Source: an optimization exercise on an open RTL-to-GDS flow (aim: small area and a short achievable clock period). Production flows keep margins and buffers that such runs may drop.
RTL that was checked went through simulation tests only; none was proved equivalent to the original.
No activity file was given, so power comes from the tool's default toggle rates.

run A:
==> flow/design.v (excerpt) <==
module pipelined_boothe_multiplier #(
    parameter WIDTH = 32
) (
    input clk,
    input reset,
    input en,
    input [WIDTH - 1: 0] md,
    input [WIDTH - 1: 0] mr,
    output [(2 * WIDTH) - 1: 0] s_result
);
Settings: LEC_CHECK=0, CAP_MARGIN=20, CORE_MARGIN=2, CORE_UTILIZATION=60, PLACE_DENSITY=0.7, SETUP_SLACK_MARGIN=2.9, SLEW_MARGIN=20, SYNTH_HIERARCHICAL=1, SYNTH_MINIMUM_KEEP_SIZE=0; clock period 5.0 ns.
run.sh (not shown) runs the stock make flow with config.mk's settings and CLKGATE_MAP_FILE= SYNTH_SCRIPT=/design/flow/synth_recipe.tcl, a recipe that flattens the netlist after the stock synthesis.
Run A completed; timing, DRC and antenna clean
--- input diff run A..run B ---
- SETUP_SLACK_MARGIN: 2.9 -> 2.8
- CTS_CLUSTER_SIZE: unset -> 40
- CTS_CLUSTER_DIAMETER: unset -> 50
[summary]
Of run B and run A, the lower power dissipated by switching net loads belongs to run B. Compared with run A, run B degrades time the worst path needs with I/O delays and setup. Run B vs. run A: via count of the first global-routing pass lower; highest attainable clock frequency went down by about 0.5%.
--- input diff run B..run C ---
- CTS_CLUSTER_SIZE changed from 40 to 30
- CTS_CLUSTER_DIAMETER changed from 50 to 100
[summary]
- Timing, DRC, antenna: 0 failures across run C and run B
- According to the power report, total power for run C is lower than for run B.
- Against run B, worst hold slack in run C came out better.
- Compared with run B, number of global-route vias before repair in run C decreased slightly.
- Looking at leakage power, run C sits below run B.
- Global-route wire length before repair: run C and run B compared, lower one is run C
- Sort run C and run B by core utilization asc -> top: run C
- Between run C and run B, final period utilization is lower for run B, run C comes in above that.
No functional check of the RTL was part of any run of this note.


## delta
Another version of the RTL of pipelined_boothe_multiplier (not shown whole).
For scale: ~2300 flip-flops, ~0.075 mm^2 of cells after synthesis.
## pipelined_boothe_multiplier
module pipelined_boothe_multiplier #(
    parameter WIDTH = 32
) (
    input clk,
    input reset,
    input en,
    input [WIDTH - 1: 0] md,
    input [WIDTH - 1: 0] mr,
    output [(2 * WIDTH) - 1: 0] s_result
);
  reg [81:0] s1;
  reg [150:0] s2;
  reg [152:0] s3;
  reg [152:0] s4;
  reg [103:0] s5;
  reg [62:0] s6;
  reg [62:0] s7;
  reg [62:0] s8;
  reg [62:0] s9;
  reg [62:0] s10;
  reg [62:0] s11;
  reg [62:0] s12;
  reg [62:0] s13;
  reg [62:0] s14;
  reg [62:0] s15;
  reg [62:0] s16;
  reg [62:0] s17;
  reg [62:0] s18;
  reg [62:0] s19;
  reg [62:0] s20;
  reg [62:0] s21;
  reg [62:0] s22;
  reg [62:0] s23;
  reg [62:0] s24;
  reg [62:0] s25;
  reg [62:0] s26;
  reg [62:0] s27;
  reg [62:0] s28;
  reg [62:0] s29;
  reg [62:0] s30;
  reg [62:0] s31;
  reg [63:0] s32;
  reg [4:0] rcnt;
  wire mdn1 = ~md[16];
  wire mdn2 = ~md[17];
  wire mdn3 = ~md[18];
  wire mdn4 = ~md[19];
  wire mdn5 = ~md[20];
  wire mdn6 = ~md[21];
  wire mdn7 = ~md[22];
  wire mdn8 = ~md[23];
  wire mdn9 = ~md[24];
  wire mdn10 = ~md[25];
  wire mdn11 = ~md[26];
  wire mdn12 = ~md[27];
  wire mdn13 = ~md[28];
  wire mdn14 = ~md[29];
  wire mdn15 = ~md[30];
  wire mdn16 = ~md[31];
  wire bone17 = mr[0];
  wire btwo18 = mr[1] & ~mr[0];
  wire bneg19 = mr[1];
  wire bonen20 = ~bone17;
  wire btwon21 = ~btwo18;
  wire bnegn22 = ~bneg19;
  wire bone23 = mr[2] ^ mr[1];
  wire btwo24 = (mr[3] & ~mr[2] & ~mr[1]) | (~mr[3] & mr[2] & mr[1]);
  wire bneg25 = mr[3];
  wire bonen26 = ~bone23;
  ...
clock: 5.0 ns
lec_check: 0
cap_margin: 20
core_margin: 2
core_utilization: 60
cts_cluster_diameter: 100
cts_cluster_size: 34
place_density: 0.7
setup_slack_margin: 2.85
slew_margin: 20
synth_hierarchical: 1
synth_minimum_keep_size: 0
tns_end_percent: 60
Modified inputs, zinc compared to delta
- TNS_END_PERCENT: 60 -> unset
- CTS_CLUSTER_SIZE: 34 -> 30
- SETUP_SLACK_MARGIN: 2.85 -> 2.88
Findings:
- Higher non-clock buffer count was reported by zinc, not delta.
- Against delta, highest clock rate in zinc fell slightly.
- Detailed-routed wire length on met2 for zinc: 4.1% up relative to delta
- Going from delta to zinc, peak ir drop on the vdd network went up about 40%; synthesis-to-layout area growth went up 2.7 points.
- Clock insertion delay at the later pin of the skew report in zinc is 40 ps higher than in delta
Here is what was changed in the inputs of willow compared with zinc.
- swapping 2.88 for 2.85 in SETUP_SLACK_MARGIN
Notes after the runs:
- willow was carried through to the last stage, and its layout satisfied the timing, design-rule and antenna checks.
- On willow: critical path depth is 6 lower than what zinc gave.
- Post-CTS setup-driven buffer insertion count ends up higher on zinc.
- When willow is set beside zinc, its post-route worst hold slack turns out to be 28 ps larger.
- Sort willow and zinc by worst setup slack, ascending, and zinc comes first.
- willow vs. zinc: power drawn by the clock network now sits lower; number of core rows held.
Edits applied to the flow inputs when going from willow to lagoon:
- TNS_END_PERCENT newly set to 30
Results
lagoon: PASS, flow complete, no timing, DRC or antenna violations
Number of clock buffers in the layout sits higher in lagoon than in willow.
When the final numbers for lagoon and willow were put side by side, the layout overhead on the synthesized area turned out to be smaller in lagoon.
Min max-slew headroom at the worst pin across lagoon and willow: lagoon
[compare] base=willow new=lagoon: cell-internal power held; maximum fanout along the worst path went up 18.
Number of buffers inserted during clock tree synthesis came out exactly the same in lagoon and willow.

static timing again, ports no longer ideal:
How much do the figures lean on ideal ports? The routed layouts below were timed once more, with nothing changed but the port constraints.
Step 1, drivers: a clkbuf_16 drives clk and a buf_2 each remaining input, both assumed.
Step 2 times the ports against the registers' clock, not the clock port: input delays grow and output delays shrink by t, the midpoint of the rising clock arrivals with the driver on.
Slacks: ideal / step 1 / step 2; pairs: ideal / step 1.
run | t, ns | setup slack, ns | worst setup path at the end | worst data-port slew with drivers (ns) | cell pins on the clock port's net
run A | 0.853 | 2.700 / 2.630 / 2.534 | input to register | 0.04 | 1
run B | 0.849 | 2.689 / 2.620 / 2.578 | input to register | 0.05 | 1
run C | 0.792 | 2.666 / 2.666 / 2.514 | input to register | 0.05 | 1
delta | 0.755 | 2.863 / 2.793 / 2.542 | input to register | 0.12 | 1
zinc | 0.793 | 2.825 / 2.772 / 2.355 | input to register | 0.11 | 1
willow | 0.773 | 2.853 / 2.785 / 2.350 | input to register | 0.12 | 1
lagoon | 0.768 | 2.837 / 2.779 / 2.554 | input to register | 0.11 | 1
After both steps every run listed still meets setup and hold. The setup slack of willow, which loses most, moves by -0.068 ns with the drivers and by -0.503 ns with both steps.
